Context: an optimization exercise on an open-source flow, tuned for small area, a short achievable clock period and few clock cycles per item. The choices shown serve that exercise and are no tape-out recipe.
RTL that was checked went through simulation tests only; none was proved equivalent to the original.
The clock input has no modelled driver; a real chip could not lean on it and would need a root buffer or a full tree.
Power figures rest on the tool's default switching activity, not on a simulated workload.

== blue ==
==> flow/design.v <==
`timescale 1ns / 1ps
module Encoder(clk, reset, start, p_text, m_key, done, c_text);
    input clk, reset, start;
    input wire [63:0] p_text;
    input wire [79:0] m_key;
    output reg done;
    output wire [63:0] c_text;
    reg [63:0] t;
    reg [79:0] k;
    reg [4:0]  cnt;
    reg        busy;
    reg [1:0]  busy_k;
    reg [5:0]  idle_r;
    genvar i;
    wire [79:0] w = {k[66:0], k[79:67]};
    reg  [3:0] ks;
    wire [3:0] ksd;
    wire [4:0] rcx;
    generate for (i = 0; i < 5; i = i + 1) begin : rc
        C_xor2 u (.A(cnt[i]), .B(w[59+i]), .X(rcx[i]));
    end endgenerate
    wire [79:0] g = {w[79:64], rcx, w[58:4], ks};
    wire [79:0] kd;
    SBox uk (.x(kd[70:67]), .y(ksd));
    generate for (i = 0; i < 80; i = i + 1) begin : km
        wire n0, n1;
        C_nand2 u0 (.A(g[i]), .B(busy_k[i%2]), .Y(n0));
        C_nand2 u1 (.A(m_key[i]), .B(idle_r[i%2]), .Y(n1));
        C_nand2 u2 (.A(n0), .B(n1), .Y(kd[i]));
    end endgenerate
    wire [63:0] pn, y;
    generate for (i = 0; i < 64; i = i + 1) begin : yk
        C_nand2 u0 (.A(p_text[i]), .B(idle_r[2+i%2]), .Y(pn[i]));
        C_xnor2 u1 (.A(kd[i]), .B(pn[i]), .Y(y[i]));
    end endgenerate
    wire [63:0] b;
    generate for (i = 0; i < 16; i = i + 1) begin : sb
        SBoxG u (.x(t[4*i+3:4*i]), .enn(idle_r[4+i%2]), .y(b[4*i+3:4*i]));
    end endgenerate
    wire [63:0] c, d;
    generate for (i = 0; i < 4; i = i + 1) begin : sh
        assign c[16*i+15:16*i] = {b[16*i+7:16*i+4], b[16*i+3:16*i],
                                  b[16*i+15:16*i+12], b[16*i+11:16*i+8]};
    end endgenerate
    assign d[15:0]  = {c[14:0],  c[15]};
    assign d[31:16] = {c[27:16], c[31:28]};
    assign d[47:32] = {c[40:32], c[47:41]};
    assign d[63:48] = {c[54:48], c[63:55]};
    wire [63:0] tn;
    wire [15:0] e2, e1, a3, a0;
    generate for (i = 0; i < 16; i = i + 1) begin : mx
        C_xor2 x0 (.A(d[32+i]), .B(d[i]),    .X(e2[i]));
        C_xor2 x1 (.A(d[48+i]), .B(d[16+i]), .X(e1[i]));
        C_xor2 x2 (.A(d[48+i]), .B(y[48+i]), .X(a3[i]));
        C_xor2 x3 (.A(d[i]),    .B(y[i]),    .X(a0[i]));
        C_xor2 x4 (.A(a3[i]),   .B(e2[i]),   .X(tn[48+i]));
        C_xor2 x5 (.A(e2[i]),   .B(y[32+i]), .X(tn[32+i]));
        C_xor2 x6 (.A(e1[i]),   .B(y[16+i]), .X(tn[16+i]));
        C_xor2 x7 (.A(a0[i]),   .B(e1[i]),   .X(tn[i]));
    end endgenerate
    assign c_text = t;
    integer j;
    always @(posedge clk) begin
        t <= tn;
        k <= kd;
        ks <= ksd;
        cnt <= busy ? cnt + 5'd1 : 5'd0;
        for (j = 0; j < 2; j = j + 1)
            busy_k[j] <= !reset && (busy_k[j] ? cnt != 5'd24 : start);
        for (j = 0; j < 6; j = j + 1)
            idle_r[j] <= reset || (idle_r[j] ? !start : cnt == 5'd24);
        if (reset) begin
            busy <= 1'b0;
            done <= 1'b0;
        end else if (!busy) begin
            done <= 1'b0;
            busy <= start;
        end else if (cnt == 5'd24) begin
            busy <= 1'b0;
            done <= 1'b1;
        end
    end
endmodule
module SBoxN(x, yn);
    input [3:0] x;
    output [3:0] yn;
    wire n03, a03, n01, a13, e03, x12, qn, f11, f20, f31, f30;
    C_nor2   g0 (.A(x[0]), .B(x[3]), .Y(n03));
    C_nand2  g1 (.A(x[0]), .B(x[3]), .Y(a03));
    C_nor2   g2 (.A(x[0]), .B(x[1]), .Y(n01));
    C_nand2  g3 (.A(x[1]), .B(x[3]), .Y(a13));
    C_xnor2  g4 (.A(x[0]), .B(x[3]), .Y(e03));
    C_xor2   g5 (.A(x[1]), .B(x[2]), .X(x12));
    C_nand2b g6 (.A_N(x[0]), .B(x[3]), .Y(qn));
    C_xor2   g7 (.A(x[1]), .B(n03), .X(f11));
    C_xor2   g8 (.A(x[1]), .B(a03), .X(f20));
    C_xnor2  g9 (.A(x[3]), .B(n01), .Y(f31));
    C_xor2   g10 (.A(x[0]), .B(a13), .X(f30));
    C_xor2   g11 (.A(x12), .B(qn), .X(yn[0]));
    C_mux2i  g12 (.A0(e03), .A1(f11), .S(x[2]), .Y(yn[1]));
    C_mux2i  g13 (.A0(f20), .A1(e03), .S(x[2]), .Y(yn[2]));
    C_mux2i  g14 (.A0(f30), .A1(f31), .S(x[2]), .Y(yn[3]));
endmodule
module SBoxG(x, enn, y);
    input [3:0] x;
    input enn;
    output [3:0] y;
    wire [3:0] yn;
    SBoxN s (.x(x), .yn(yn));
    C_nor2 g0 (.A(yn[0]), .B(enn), .Y(y[0]));
    C_nor2 g1 (.A(yn[1]), .B(enn), .Y(y[1]));
    C_nor2 g2 (.A(yn[2]), .B(enn), .Y(y[2]));
    C_nor2 g3 (.A(yn[3]), .B(enn), .Y(y[3]));
endmodule
module SBox(x, y);
    input [3:0] x;
    output [3:0] y;
    wire [3:0] yn;
    SBoxN s (.x(x), .yn(yn));
    C_inv g0 (.A(yn[0]), .Y(y[0]));
    C_inv g1 (.A(yn[1]), .Y(y[1]));
    C_inv g2 (.A(yn[2]), .Y(y[2]));
    C_inv g3 (.A(yn[3]), .Y(y[3]));
endmodule
module C_inv(A, Y);
    input A;
    output Y;
    assign Y = (~A);
endmodule
module C_mux2i(A0, A1, S, Y);
    input A0, A1, S;
    output Y;
    assign Y = (~A0&~S) | (~A1&S);
endmodule
module C_nand2(A, B, Y);
    input A, B;
    output Y;
    assign Y = (~A) | (~B);
endmodule
module C_nand2b(A_N, B, Y);
    input A_N, B;
    output Y;
    assign Y = (A_N) | (~B);
endmodule
module C_nor2(A, B, Y);
    input A, B;
    output Y;
    assign Y = (~A&~B);
endmodule
module C_xnor2(A, B, Y);
    input A, B;
    output Y;
    assign Y = (~A&~B) | (A&B);
endmodule
module C_xor2(A, B, X);
    input A, B;
    output X;
    assign X = (A&~B) | (~A&B);
endmodule
Settings: LEC_CHECK=0, CAP_MARGIN=20, CORE_MARGIN=2, CORE_UTILIZATION=40, SETUP_SLACK_MARGIN=1.9, SLEW_MARGIN=20, SYNTH_HIERARCHICAL=1; clock period 3.5 ns.
standard.sh (not shown) runs the stock make flow with config.mk's settings and CLKGATE_MAP_FILE= SYNTH_SCRIPT=/design/flow/synth_recipe.tcl, a recipe that flattens the netlist after the stock synthesis.
==> flow/flow/run.sh <==
#!/bin/bash
# The standard layout, with plain buf_1 cells as the port buffers and a
# hand-built two-level clock tree (flow/clock_tree.tcl) in place of TritonCTS.
set -uo pipefail
export BUFFER_PORTS_ARGS="-buffer_cell sky130_fd_sc_hd__buf_1"
export PRE_CTS_TCL="$PWD/flow/clock_tree.tcl"
bash standard.sh > standard_flow.log 2>&1
Other scripts of this flow, unchanged in this note and not shown: flow/flow/clock_tree.tcl, flow/flow/clock_tree_lib.tcl
Testbench counts of blue, summed over its fixed seeds: cycles 13,312, items 512.
What red does differently from blue at the input level:
diff --git a/flow/design.v b/flow/design.v
--- a/flow/design.v
+++ b/flow/design.v
@@ -87,13 +87,13 @@
     wire n03, a03, n01, a13, e03, x12, qn, f11, f20, f31, f30;
     C_nor2   g0 (.A(x[0]), .B(x[3]), .Y(n03));
     C_nand2  g1 (.A(x[0]), .B(x[3]), .Y(a03));
     C_nor2   g2 (.A(x[0]), .B(x[1]), .Y(n01));
     C_nand2  g3 (.A(x[1]), .B(x[3]), .Y(a13));
-    C_xnor2  g4 (.A(x[0]), .B(x[3]), .Y(e03));
+    C_nand2b g4 (.A_N(n03), .B(a03), .Y(e03));    
     C_xor2   g5 (.A(x[1]), .B(x[2]), .X(x12));
-    C_nand2b g6 (.A_N(x[0]), .B(x[3]), .Y(qn));
+    C_nand2  g6 (.A(x[3]), .B(a03), .Y(qn));      
     C_xor2   g7 (.A(x[1]), .B(n03), .X(f11));
     C_xor2   g8 (.A(x[1]), .B(a03), .X(f20));
     C_xnor2  g9 (.A(x[3]), .B(n01), .Y(f31));
     C_xor2   g10 (.A(x[0]), .B(a13), .X(f30));
     C_xor2   g11 (.A(x12), .B(qn), .X(yn[0]));
Notes after the runs:
From blue to red the numbers moved as follows: number of gates given a new drive strength after cts went up 2; total area of multi-input combinational cells went down 66 um^2; post-synthesis cell area went down 85 um^2; number of logic stages on the critical path including buffering held. Setup slack is higher on blue. red: full flow OK, the timing, design-rule and antenna checks passed. Summary — power, red relative to blue: lower, by 0.92%. red vs. blue: layout overhead on the synthesized area shows an increase of 1.2 points; total detailed-routing wirelength shows an increase of 290 um; fraction of layout cells with a size suffix above 1 shows an increase of 0.67 points; design area shows no meaningful change; part of the power in the clock network shows an increase of 0.3 points. Looking at sequential share of layout area, red sits 0.24 points below blue.
Only the layout flow was run in red; the RTL was not checked for function there. No run of this note takes its clock network from TritonCTS; it comes from the design's own scripts or RTL.

========
alpha:
RTL: the design.v shown in full above, as it stands there.
==> flow/config.mk <==
export PLATFORM = sky130hd
export DESIGN_NAME = Encoder
export DESIGN_NICKNAME = Encoder
export VERILOG_FILES = /design/flow/design.v
export SDC_FILE = /design/flow/constraint.sdc
export NUM_CORES = 4
export LEC_CHECK = 0
export CAP_MARGIN = 20
export CORE_MARGIN = 2
export CORE_UTILIZATION = 40
export SETUP_SLACK_MARGIN = 1.9
export SLEW_MARGIN = 20
export SYNTH_HIERARCHICAL = 1
==> flow/constraint.sdc <==
create_clock -name core_clock -period 3.5 [get_ports {clk}]
set_input_delay 0.7000 -clock core_clock [delete_from_list [all_inputs] [get_ports {clk}]]
set_output_delay 0.7000 -clock core_clock [all_outputs]
set_load 0.01 [all_outputs]
Scripts as last shown in full above: flow/flow/run.sh
Other scripts of this flow, unchanged in this note and not shown: flow/flow/clock_tree.tcl, flow/flow/clock_tree_lib.tcl
Testbench counts of alpha, summed over its fixed seeds: cycles 13,312, items 512.
> inputs changed (alpha -> beta)
--- a/flow/design.v
+++ b/flow/design.v
@@ -7,11 +7,11 @@
     output wire [63:0] c_text;
     reg [63:0] t;
     reg [79:0] k;
     reg [4:0]  cnt;
     reg        busy;
-    reg [1:0]  busy_k;
+    reg [3:0]  busy_k;
     reg [5:0]  idle_r;
     genvar i;
     wire [79:0] w = {k[66:0], k[79:67]};
     reg  [3:0] ks;
     wire [3:0] ksd;
@@ -33,11 +33,11 @@
         C_nand2 u0 (.A(p_text[i]), .B(idle_r[2+i%2]), .Y(pn[i]));
         C_xnor2 u1 (.A(kd[i]), .B(pn[i]), .Y(y[i]));
     end endgenerate
     wire [63:0] b;
     generate for (i = 0; i < 16; i = i + 1) begin : sb
-        SBoxG u (.x(t[4*i+3:4*i]), .enn(idle_r[4+i%2]), .y(b[4*i+3:4*i]));
+        SBoxG u (.x(t[4*i+3:4*i]), .en(busy_k[2+i%2]), .enn(idle_r[4+i%2]), .y(b[4*i+3:4*i]));
     end endgenerate
     wire [63:0] c, d;
     generate for (i = 0; i < 4; i = i + 1) begin : sh
         assign c[16*i+15:16*i] = {b[16*i+7:16*i+4], b[16*i+3:16*i],
                                   b[16*i+15:16*i+12], b[16*i+11:16*i+8]};
@@ -63,11 +63,11 @@
     always @(posedge clk) begin
         t <= tn;
         k <= kd;
         ks <= ksd;
         cnt <= busy ? cnt + 5'd1 : 5'd0;
-        for (j = 0; j < 2; j = j + 1)
+        for (j = 0; j < 4; j = j + 1)
             busy_k[j] <= !reset && (busy_k[j] ? cnt != 5'd24 : start);
         for (j = 0; j < 6; j = j + 1)
             idle_r[j] <= reset || (idle_r[j] ? !start : cnt == 5'd24);
         if (reset) begin
             busy <= 1'b0;
@@ -99,20 +99,39 @@
     C_xor2   g11 (.A(x12), .B(qn), .X(yn[0]));
     C_mux2i  g12 (.A0(e03), .A1(f11), .S(x[2]), .Y(yn[1]));
     C_mux2i  g13 (.A0(f20), .A1(e03), .S(x[2]), .Y(yn[2]));
     C_mux2i  g14 (.A0(f30), .A1(f31), .S(x[2]), .Y(yn[3]));
 endmodule
-module SBoxG(x, enn, y);
+module SBoxG(x, en, enn, y);
     input [3:0] x;
-    input enn;
+    input en, enn;
     output [3:0] y;
-    wire [3:0] yn;
-    SBoxN s (.x(x), .yn(yn));
-    C_nor2 g0 (.A(yn[0]), .B(enn), .Y(y[0]));
-    C_nor2 g1 (.A(yn[1]), .B(enn), .Y(y[1]));
-    C_nor2 g2 (.A(yn[2]), .B(enn), .Y(y[2]));
-    C_nor2 g3 (.A(yn[3]), .B(enn), .Y(y[3]));
+    wire n03, a03, n01, a13, e03, x12, qn, f11, f20, f31, f30, s0n, sel0;
+    wire h1, l1, h2, l2, h3, l3;
+    C_nor2   g0 (.A(x[0]), .B(x[3]), .Y(n03));
+    C_nand2  g1 (.A(x[0]), .B(x[3]), .Y(a03));
+    C_nor2   g2 (.A(x[0]), .B(x[1]), .Y(n01));
+    C_nand2  g3 (.A(x[1]), .B(x[3]), .Y(a13));
+    C_xnor2  g4 (.A(x[0]), .B(x[3]), .Y(e03));
+    C_xor2   g5 (.A(x[1]), .B(x[2]), .X(x12));
+    C_nand2b g6 (.A_N(x[0]), .B(x[3]), .Y(qn));
+    C_nor2   g7 (.A(x[2]), .B(enn), .Y(sel0));
+    C_xor2   g8 (.A(x[1]), .B(n03), .X(f11));
+    C_xor2   g9 (.A(x[1]), .B(a03), .X(f20));
+    C_xnor2  g10 (.A(x[3]), .B(n01), .Y(f31));
+    C_xor2   g11 (.A(x[0]), .B(a13), .X(f30));
+    C_xor2   g12 (.A(x12), .B(qn), .X(s0n));
+    C_nor2   g13 (.A(s0n), .B(enn), .Y(y[0]));
+    C_nand3  g14 (.A(x[2]), .B(en), .C(f11), .Y(h1));
+    C_nand2  g15 (.A(sel0), .B(e03), .Y(l1));
+    C_nand2  g16 (.A(h1), .B(l1), .Y(y[1]));
+    C_nand3  g17 (.A(x[2]), .B(en), .C(e03), .Y(h2));
+    C_nand2  g18 (.A(sel0), .B(f20), .Y(l2));
+    C_nand2  g19 (.A(h2), .B(l2), .Y(y[2]));
+    C_nand3  g20 (.A(x[2]), .B(en), .C(f31), .Y(h3));
+    C_nand2  g21 (.A(sel0), .B(f30), .Y(l3));
+    C_nand2  g22 (.A(h3), .B(l3), .Y(y[3]));
 endmodule
 module SBox(x, y);
     input [3:0] x;
     output [3:0] y;
     wire [3:0] yn;
@@ -140,10 +159,15 @@
 module C_nand2b(A_N, B, Y);
     input A_N, B;
     output Y;
     assign Y = (A_N) | (~B);
 endmodule
+module C_nand3(A, B, C, Y);
+    input A, B, C;
+    output Y;
+    assign Y = (~A) | (~B) | (~C);
+endmodule
 module C_nor2(A, B, Y);
     input A, B;
     output Y;
     assign Y = (~A&~B);
 endmodule
Results
- Lower core area among alpha and beta: alpha
- Looking at total power per unit cell area, beta sits 52 nW/µm² below alpha.
- From alpha to beta the numbers moved as follows: clock transition at the registers of the reported paths was more or less identical; peak clock frequency supported by timing moved down.
- Lower total global-route track usage among alpha and beta: alpha
- Summary of beta over alpha: proportion of power drawn by the clock network higher; met3 routing resource usage after global routing saw a decrease.
- alpha → beta: total power after layout decreased by 4.6% relative to the old numbers; area share of xor/xnor cells in the synthesized design went down.
- beta vs alpha — final cell count without fillers rose 79.
- In the reports for alpha and beta, the larger routed wire length belongs to beta.
For beta, only the layout was checked, not whether the RTL still works. No run of this note takes its clock network from TritonCTS; it comes from the design's own scripts or RTL.

port drivers added, routing unchanged:
The results above use ideal ports. As a check the final layouts listed here were re-extracted and re-timed, cells and wires unchanged. Step 1: set_driving_cell puts a clkbuf_16 on clk and a buf_2 on each other input, an assumption about the parent block. Step 2, shift: input delay + t, output delay - t, t = (earliest + latest rising clock arrival at the registers) / 2. This alone moves slack from input paths to output paths. a / b / c = no drivers / after step 1 / after step 2; a / b = the first two.
run	shift t [ns]	slack for setup (ns)	worst setup path at the end	worst data-port slew with drivers (ns)
blue	0.365	1.918 / 1.838 / 1.801	input to register	0.04
red	0.369	1.905 / 1.825 / 1.848	input to register	0.04
alpha	0.372	1.918 / 1.824 / 1.810	input to register	0.04
beta	0.372	1.909 / 1.813 / 1.736	input to register	0.04
After both steps every run listed still meets setup and hold. The setup slack of beta, which loses most, moves by -0.096 ns with the drivers and by -0.173 ns with both steps.
